From an optimization exercise on the open Yosys and OpenROAD flow, aimed at small area; shortcuts taken in it are not production practice. RTL that was checked went through simulation tests only; none was proved equivalent to the original. The flow treats the clock pin as an ideal source, which a real chip does not have.

==> pepper <==
==> flow/design.v <==
module router13(input clk,resetn,read_enb_0,read_enb_1,read_enb_2,pkt_valid,
              input [7:0]data_in,
              output [7:0]data_out_0,data_out_1,data_out_2,
              output vld_out_0,vld_out_1,vld_out_2,error,busy);
localparam DA=3'b000, LFD=3'b001, WTE=3'b010, LD=3'b011,
           LP=3'b100, CP=3'b101, FFS=3'b110, LAF=3'b111;
reg [2:0]state,nextstate;
reg [1:0]addr;
reg [7:0]dout,temp2,par;
reg lpv,lfd_s,error_r;
wire [2:0]empty,full;
wire st_da=(state==DA), st_ld=(state==LD), st_lp=(state==LP), st_laf=(state==LAF);
wire wr_st=st_ld|st_lp|st_laf;
wire [1:0]din_a=data_in[1:0];
wire data_empty=(din_a==2'd0)?empty[0]:(din_a==2'd1)?empty[1]:(din_a==2'd2)?empty[2]:1'b0;
wire addr_empty=(addr==2'd0)?empty[0]:(addr==2'd1)?empty[1]:(addr==2'd2)?empty[2]:1'b0;
wire fifo_full=(addr==2'd0)?full[0]:(addr==2'd1)?full[1]:(addr==2'd2)?full[2]:1'b0;
wire [2:0]we={wr_st&&addr==2'd2,wr_st&&addr==2'd1,wr_st&&addr==2'd0};
always@(posedge clk)
  if(!resetn) state<=DA; else state<=nextstate;
always@(*)
  case(state)
  DA: nextstate=(pkt_valid&&din_a!=2'b11)?(data_empty?LFD:WTE):DA;
  LFD: nextstate=LD;
  WTE: nextstate=addr_empty?LFD:WTE;
  LD: nextstate=fifo_full?FFS:(!pkt_valid?LP:LD);
  LP: nextstate=fifo_full?LP:CP;
  CP: nextstate=DA;
  FFS: nextstate=fifo_full?FFS:LAF;
  default: nextstate=lpv?LP:LD;
  endcase
assign busy=!(st_da|st_ld);
always@(posedge clk)
  if(!resetn) addr<=2'b00;
  else if(st_da&&pkt_valid) addr<=din_a;
always@(posedge clk)
  if(!resetn) lfd_s<=1'b0; else lfd_s<=(state==LFD);
always@(posedge clk)
begin
  if((st_da&&pkt_valid)||(st_ld&&!fifo_full)) dout<=data_in;
  else if(st_laf) dout<=temp2;
  if(st_ld&&fifo_full) temp2<=data_in;
  if(st_ld) lpv<=!pkt_valid;
end
always@(posedge clk)
  if(st_da) par<=data_in;
  else if(st_ld) par<=par^data_in;
always@(posedge clk)
  if(!resetn) error_r<=1'b0;
  else if(st_lp) error_r<=|par;
assign error=error_r;
wire [2:0]ren={read_enb_2,read_enb_1,read_enb_0};
wire [23:0]dq;
function [4:0]pos(input integer k);
  case(k)
    0: pos=5'd0;
    1: pos=5'd1;
    2: pos=5'd2;
    3: pos=5'd4;
    4: pos=5'd9;
    5: pos=5'd18;
    6: pos=5'd5;
    7: pos=5'd11;
    8: pos=5'd22;
    9: pos=5'd12;
    10: pos=5'd25;
    11: pos=5'd19;
    12: pos=5'd7;
    13: pos=5'd15;
    14: pos=5'd31;
    15: pos=5'd30;
    16: pos=5'd28;
    default: pos=5'd0;
  endcase
endfunction
genvar n;
generate for(n=0;n<3;n=n+1) begin:f
  reg [7:0]mem[0:15];
  reg [4:0]cnt;      
  reg [5:0]pc;       
  reg pnz;           
  reg hdr;           
  reg [7:0]q;
  reg [4:0]tmr;      
  wire sr=(tmr==5'b10000);
  wire e=(cnt==5'd0);
  wire fl=(cnt==5'd28);
  wire dw=we[n]&&!fl;
  wire dr=ren[n]&&!e;
  wire clr=!resetn||sr;
  reg [7:0]m;
  integer i;
  always@(*) begin
    m=8'd0;
    for(i=0;i<16;i=i+1) m=m|({8{cnt==pos(i+1)}}&mem[i]);
  end
  assign empty[n]=e;
  assign full[n]=fl;
  assign dq[8*n+:8]=q;
  always@(posedge clk)
    if(dw) begin
      mem[0]<=dout;
      for(i=1;i<16;i=i+1) mem[i]<=mem[i-1];
    end
  always@(posedge clk)
    if(clr) begin
      cnt<=5'd0; pnz<=1'b0; hdr<=1'b0; q<=8'd0;
    end else begin
      if(dw&&!dr) cnt<={cnt[3:0],cnt[4]^cnt[2]^(cnt[3:0]==4'd0)};
      else if(dr&&!dw) cnt<={cnt[0]^cnt[3]^(cnt[4:1]==4'd0),cnt[4:1]};
      if(dw&&lfd_s) hdr<=1'b1;
      else if(dr) hdr<=1'b0;
      if(dr) begin
        q<=m;
        if(hdr) begin pc<=m[7:2]; pnz<=1'b1; end
        else if(pnz) begin
          pc<=pc-1'b1;
          if(pc==6'd0) pnz<=1'b0;
        end
      end else if(!pnz) q<=8'd0;
    end
  always@(posedge clk)
    if(!resetn||e||ren[n]) tmr<=5'd0;
    else tmr<={tmr[3:0],tmr[4]^tmr[2]^(tmr[3:0]==4'd0)};
end endgenerate
assign data_out_0=dq[7:0];
assign data_out_1=dq[15:8];
assign data_out_2=dq[23:16];
assign vld_out_0=!empty[0];
assign vld_out_1=!empty[1];
assign vld_out_2=!empty[2];
endmodule
==> flow/flow/run.sh <==
#!/bin/bash
# The standard layout (standard.sh) with these changes:
#  - synthesis maps logic with an area-oriented ABC script (flow/abc_area.script);
#    everything else in synthesis, registers included, is the standard synthesis
#  - port buffers use the smallest buffer
#  - the clock tree uses clkbuf_8 leaf clusters and no dummy loads
#  - after clock tree synthesis, cells with spare slack are downsized
set -e
here=$(pwd)
{
  echo 'proc abc {args} {'
  echo '  set i [lsearch -exact $args -script]'
  echo "  if {\$i >= 0} { set args [lreplace \$args [expr {\$i + 1}] [expr {\$i + 1}] $here/flow/abc_area.script] }"
  echo '  yosys abc {*}$args'
  echo '}'
  cat synth_recipe.tcl
} > area_synth.tcl
sed "s#SYNTH_SCRIPT=[^ ]*#SYNTH_SCRIPT=$here/area_synth.tcl#" standard.sh > area_standard.sh
export BUFFER_PORTS_ARGS="-buffer_cell sky130_fd_sc_hd__buf_1"
export CTS_ARGS="-sink_clustering_enable -repair_clock_nets -dont_use_dummy_load -buf_list sky130_fd_sc_hd__clkbuf_8 -sink_clustering_size 18 -sink_clustering_max_diameter 70"
export POST_CTS_TCL=$here/flow/post_cts.tcl
bash area_standard.sh > standard.log 2>&1
==> flow/flow/abc_area.script <==
strash
&get -n
&st
&dch
&nf -a -R 1000
&st
&dch
&nf -a -R 1000
&put
==> flow/flow/post_cts.tcl <==
# downsize cells that have slack to spare (area recovery)
repair_timing -recover_power 100
==> flow/standard.sh <==
#!/bin/bash
# synth_recipe.tcl (not shown) runs the flow's synth.tcl, then flattens the netlist and writes it again
# the make line also repeats each setting of config.mk as NAME=value (left out here)
make -C /OpenROAD-flow-scripts/flow DESIGN_CONFIG=/design/flow/config.mk WORK_HOME=/design/flow/orfs CLKGATE_MAP_FILE= SYNTH_SCRIPT=/design/flow/synth_recipe.tcl "${@:-finish}"
==> flow/config.mk <==
export PLATFORM = sky130hd
export DESIGN_NAME = router13
export DESIGN_NICKNAME = router13
export VERILOG_FILES = /design/flow/design.v
export SDC_FILE = /design/flow/constraint.sdc
export NUM_CORES = 4
export LEC_CHECK = 0
export CAP_MARGIN = 20
export CORE_MARGIN = 2
export CORE_UTILIZATION = 75
export PLACE_DENSITY = 0.85
export SLEW_MARGIN = 20
==> flow/constraint.sdc <==
create_clock -name core_clock -period 5.0 [get_ports {clk}]
set_input_delay 1.0000 -clock core_clock [delete_from_list [all_inputs] [get_ports {clk}]]
set_output_delay 1.0000 -clock core_clock [all_outputs]
set_load 0.01 [all_outputs]
==> delta: changes against pepper <==
--- a/flow/flow/run.sh
+++ b/flow/flow/run.sh
@@ -1,9 +1,8 @@
 #!/bin/bash
-# The standard layout (standard.sh) with these changes:
+# The standard layout (standard.sh) with three changes:
 #  - synthesis maps logic with an area-oriented ABC script (flow/abc_area.script);
 #    everything else in synthesis, registers included, is the standard synthesis
 #  - port buffers use the smallest buffer
 #  - the clock tree uses clkbuf_8 leaf clusters and no dummy loads
-#  - after clock tree synthesis, cells with spare slack are downsized
 set -e
 here=$(pwd)
@@ -19,4 +18,3 @@
 export BUFFER_PORTS_ARGS="-buffer_cell sky130_fd_sc_hd__buf_1"
 export CTS_ARGS="-sink_clustering_enable -repair_clock_nets -dont_use_dummy_load -buf_list sky130_fd_sc_hd__clkbuf_8 -sink_clustering_size 18 -sink_clustering_max_diameter 70"
-export POST_CTS_TCL=$here/flow/post_cts.tcl
 bash area_standard.sh > standard.log 2>&1
==> flow/flow/abc_area.script (replaced) <==
strash
&get -n
&st
&dch
&nf -a
&st
&dch
&nf -a
&put
Settings changed: CAP_MARGIN 20 to 5, SLEW_MARGIN 20 to 5.
removed: flow/flow/post_cts.tcl
==> garnet: changes against pepper <==
==> flow/design.v, changed modules only <==
module router13(input clk,resetn,read_enb_0,read_enb_1,read_enb_2,pkt_valid,
              input [7:0]data_in,
              output [7:0]data_out_0,data_out_1,data_out_2,
              output vld_out_0,vld_out_1,vld_out_2,error,busy);
localparam DA=3'b000, LFD=3'b001, WTE=3'b010, LD=3'b011,
           LP=3'b100, CP=3'b101, FFS=3'b110, LAF=3'b111;
reg [2:0]state,nextstate;
reg [1:0]addr;
reg [7:0]dout,temp2,par;
reg lpv,lfd_s,error_r;
wire [2:0]empty,full;
wire st_da=(state==DA), st_ld=(state==LD), st_lp=(state==LP), st_laf=(state==LAF);
wire wr_st=st_ld|st_lp|st_laf;
wire [1:0]din_a=data_in[1:0];
wire data_empty=(din_a==2'd0)?empty[0]:(din_a==2'd1)?empty[1]:(din_a==2'd2)?empty[2]:1'b0;
wire addr_empty=(addr==2'd0)?empty[0]:(addr==2'd1)?empty[1]:(addr==2'd2)?empty[2]:1'b0;
wire fifo_full=(addr==2'd0)?full[0]:(addr==2'd1)?full[1]:(addr==2'd2)?full[2]:1'b0;
wire [2:0]we={wr_st&&addr==2'd2,wr_st&&addr==2'd1,wr_st&&addr==2'd0};
always@(posedge clk)
  if(!resetn) state<=DA; else state<=nextstate;
always@(*)
  case(state)
  DA: nextstate=(pkt_valid&&din_a!=2'b11)?(data_empty?LFD:WTE):DA;
  LFD: nextstate=LD;
  WTE: nextstate=addr_empty?LFD:WTE;
  LD: nextstate=fifo_full?FFS:(!pkt_valid?LP:LD);
  LP: nextstate=fifo_full?LP:CP;
  CP: nextstate=DA;
  FFS: nextstate=fifo_full?FFS:LAF;
  default: nextstate=lpv?LP:LD;
  endcase
assign busy=!(st_da|st_ld);
always@(posedge clk)
  if(!resetn) addr<=2'b00;
  else if(st_da&&pkt_valid) addr<=din_a;
always@(posedge clk)
  if(!resetn) lfd_s<=1'b0; else lfd_s<=(state==LFD);
always@(posedge clk)
begin
  if((st_da&&pkt_valid)||(st_ld&&!fifo_full)) dout<=data_in;
  else if(st_laf) dout<=temp2;
  if(st_ld&&fifo_full) temp2<=data_in;
  if(st_ld) lpv<=!pkt_valid;
end
always@(posedge clk)
  if(st_da) par<=data_in;
  else if(st_ld) par<=par^data_in;
always@(posedge clk)
  if(!resetn) error_r<=1'b0;
  else if(st_lp) error_r<=|par;
assign error=error_r;
wire [2:0]ren={read_enb_2,read_enb_1,read_enb_0};
wire [23:0]dq;
genvar n;
generate for(n=0;n<3;n=n+1) begin:f
  reg [7:0]mem[0:15];
  reg [4:0]rp,wp;
  reg [6:0]pc;
  reg hdr;
  reg [7:0]q;
  reg [4:0]cnt;
  reg sr;
  wire e=(rp==wp);
  wire fl=(rp[3:0]==wp[3:0])&&(rp[4]!=wp[4]);
  wire dw=we[n]&&!fl;
  wire dr=ren[n]&&!e;
  wire clr=!resetn||sr;
  reg [7:0]m;
  integer i;
  always@(*) begin
    m=8'd0;
    for(i=0;i<16;i=i+1) m=m|({8{rp[3:0]==i}}&mem[i]);
  end
  assign empty[n]=e;
  assign full[n]=fl;
  assign dq[8*n+:8]=q;
  always@(posedge clk)
    if(dw) mem[wp[3:0]]<=dout;
  always@(posedge clk)
    if(clr) begin
      rp<=5'd0; wp<=5'd0; pc<=7'd0; hdr<=1'b0; q<=8'd0;
    end else begin
      if(dw) wp<=wp+1'b1;
      if(dw&&lfd_s) hdr<=1'b1;
      else if(dr) hdr<=1'b0;
      if(dr) begin
        rp<=rp+1'b1;
        q<=m;
        if(hdr) pc<={1'b0,m[7:2]}+7'd1;
        else if(pc!=7'd0) pc<=pc-7'd1;
      end else if(pc==7'd0) q<=8'd0;
    end
  always@(posedge clk)
    if(!resetn||e||ren[n]) begin cnt<=5'd0; sr<=1'b0; end
    else if(cnt==5'd30) begin cnt<=5'd0; sr<=1'b1; end
    else begin cnt<=cnt+1'b1; sr<=1'b0; end
end endgenerate
assign data_out_0=dq[7:0];
assign data_out_1=dq[15:8];
assign data_out_2=dq[23:16];
assign vld_out_0=!empty[0];
assign vld_out_1=!empty[1];
assign vld_out_2=!empty[2];
endmodule
==> flow/run.sh (new file) <==
#!/bin/bash
# synth_recipe.tcl (not shown) runs the flow's synth.tcl, then flattens the netlist and writes it again
# the make line also repeats each setting of config.mk as NAME=value (left out here)
make -C /OpenROAD-flow-scripts/flow DESIGN_CONFIG=/design/flow/config.mk WORK_HOME=/design/flow/orfs CLKGATE_MAP_FILE= SYNTH_SCRIPT=/design/flow/synth_recipe.tcl finish
Settings changed: CORE_UTILIZATION 75 to 60, CTS_BUF_LIST set to sky130_fd_sc_hd__clkbuf_2 sky130_fd_sc_hd__clkbuf_4, PLACE_DENSITY 0.85 to 0.7.
removed: flow/flow/run.sh
removed: flow/flow/abc_area.script
removed: flow/flow/post_cts.tcl
removed: flow/standard.sh
==> notes.md <==
GR Util met1=0.454; status=no timing/DRC/antenna violations; CP most frequent cell=nor2_1; WS Path Type=flop to flop; post-synth design cell area=0.0183 mm²; #FFs+latches synth=494; DR WL/cell=26.0 µm; number of non-clock buffers=76; # nets final=1,259
# the run above: pepper

==> notes.md <==
post-synth design cell area=about 0.021 mm²; clk tree area frac=0.0732; Synth top area share=0.577; hold_sp=f[0].cnt[0]; Worst path slowest cell=clkdlybuf4s50_1; Hold EP=f[0].cnt[0]; CP Max Fanout=40; WS Path Type=flop to output pin; GR Util met1=0.389; status=no timing/DRC/antenna violations; most frequent cells in the layout=edfxtp_1 (409), clkbuf_4 (201), nand2_1 (133); post-synthesis compound-gate area fraction=0.118; number of non-clock buffers=78; # nets final=1,758; Netlist cell types=84; DR WL/cell=around 22 µm; #FFs+latches synth=512
# the run above: garnet

==> notes.md <==
post-synth design cell area=0.0184 mm²; clock slew seen by the registers of the worst setup and hold paths=roughly 0.11 ns; #FFs+latches synth=494; DR WL/cell=roughly 26 µm; WS Path Type=flop to output pin; leading area contributor after synthesis=edfxtp_1; number of non-clock buffers=approximately 70; worst path cell trace=or3_1 > o21ai_0 > buf_4 > clkinv_1 > buf_1; status=no timing/DRC/antenna violations; 1st-iter DRT viols=2,116; CTS tree=done; # nets final=1,263; sequential cell count=494
# the run above: delta

The RTL of garnet was laid out without a check of its function.

-- port drivers added, routing unchanged --
The results above use ideal ports. As a check the final layouts listed here were re-extracted and re-timed, cells and wires unchanged.
Step 1, drivers: a clkbuf_16 drives clk and a buf_2 each remaining input, both assumed.
Step 2 moves the port delays by t, midway between the first and last clock arrival at a register: inputs arrive t later, outputs are due t later. That takes back most of the time a late clock gives input paths.
Slacks: no drivers / after step 1 / after step 2; pairs: no drivers / after step 1.
run | t, ns | setup WS [ns] | hold slack, ns | latest minus earliest clock arrival (ns)
pepper | 0.656 | 1.476 / 1.476 / 1.476 | 0.440 / 0.440 / 0.440 | 0.041 / 0.040
delta | 0.665 | 1.785 / 1.740 / 1.995 | 0.452 / 0.452 / 0.452 | 0.040 / 0.041
garnet | 0.837 | 1.125 / 1.074 / 1.776 | 0.463 / 0.463 / 0.463 | 0.043 / 0.042
After both steps setup and hold are still met in every run listed.
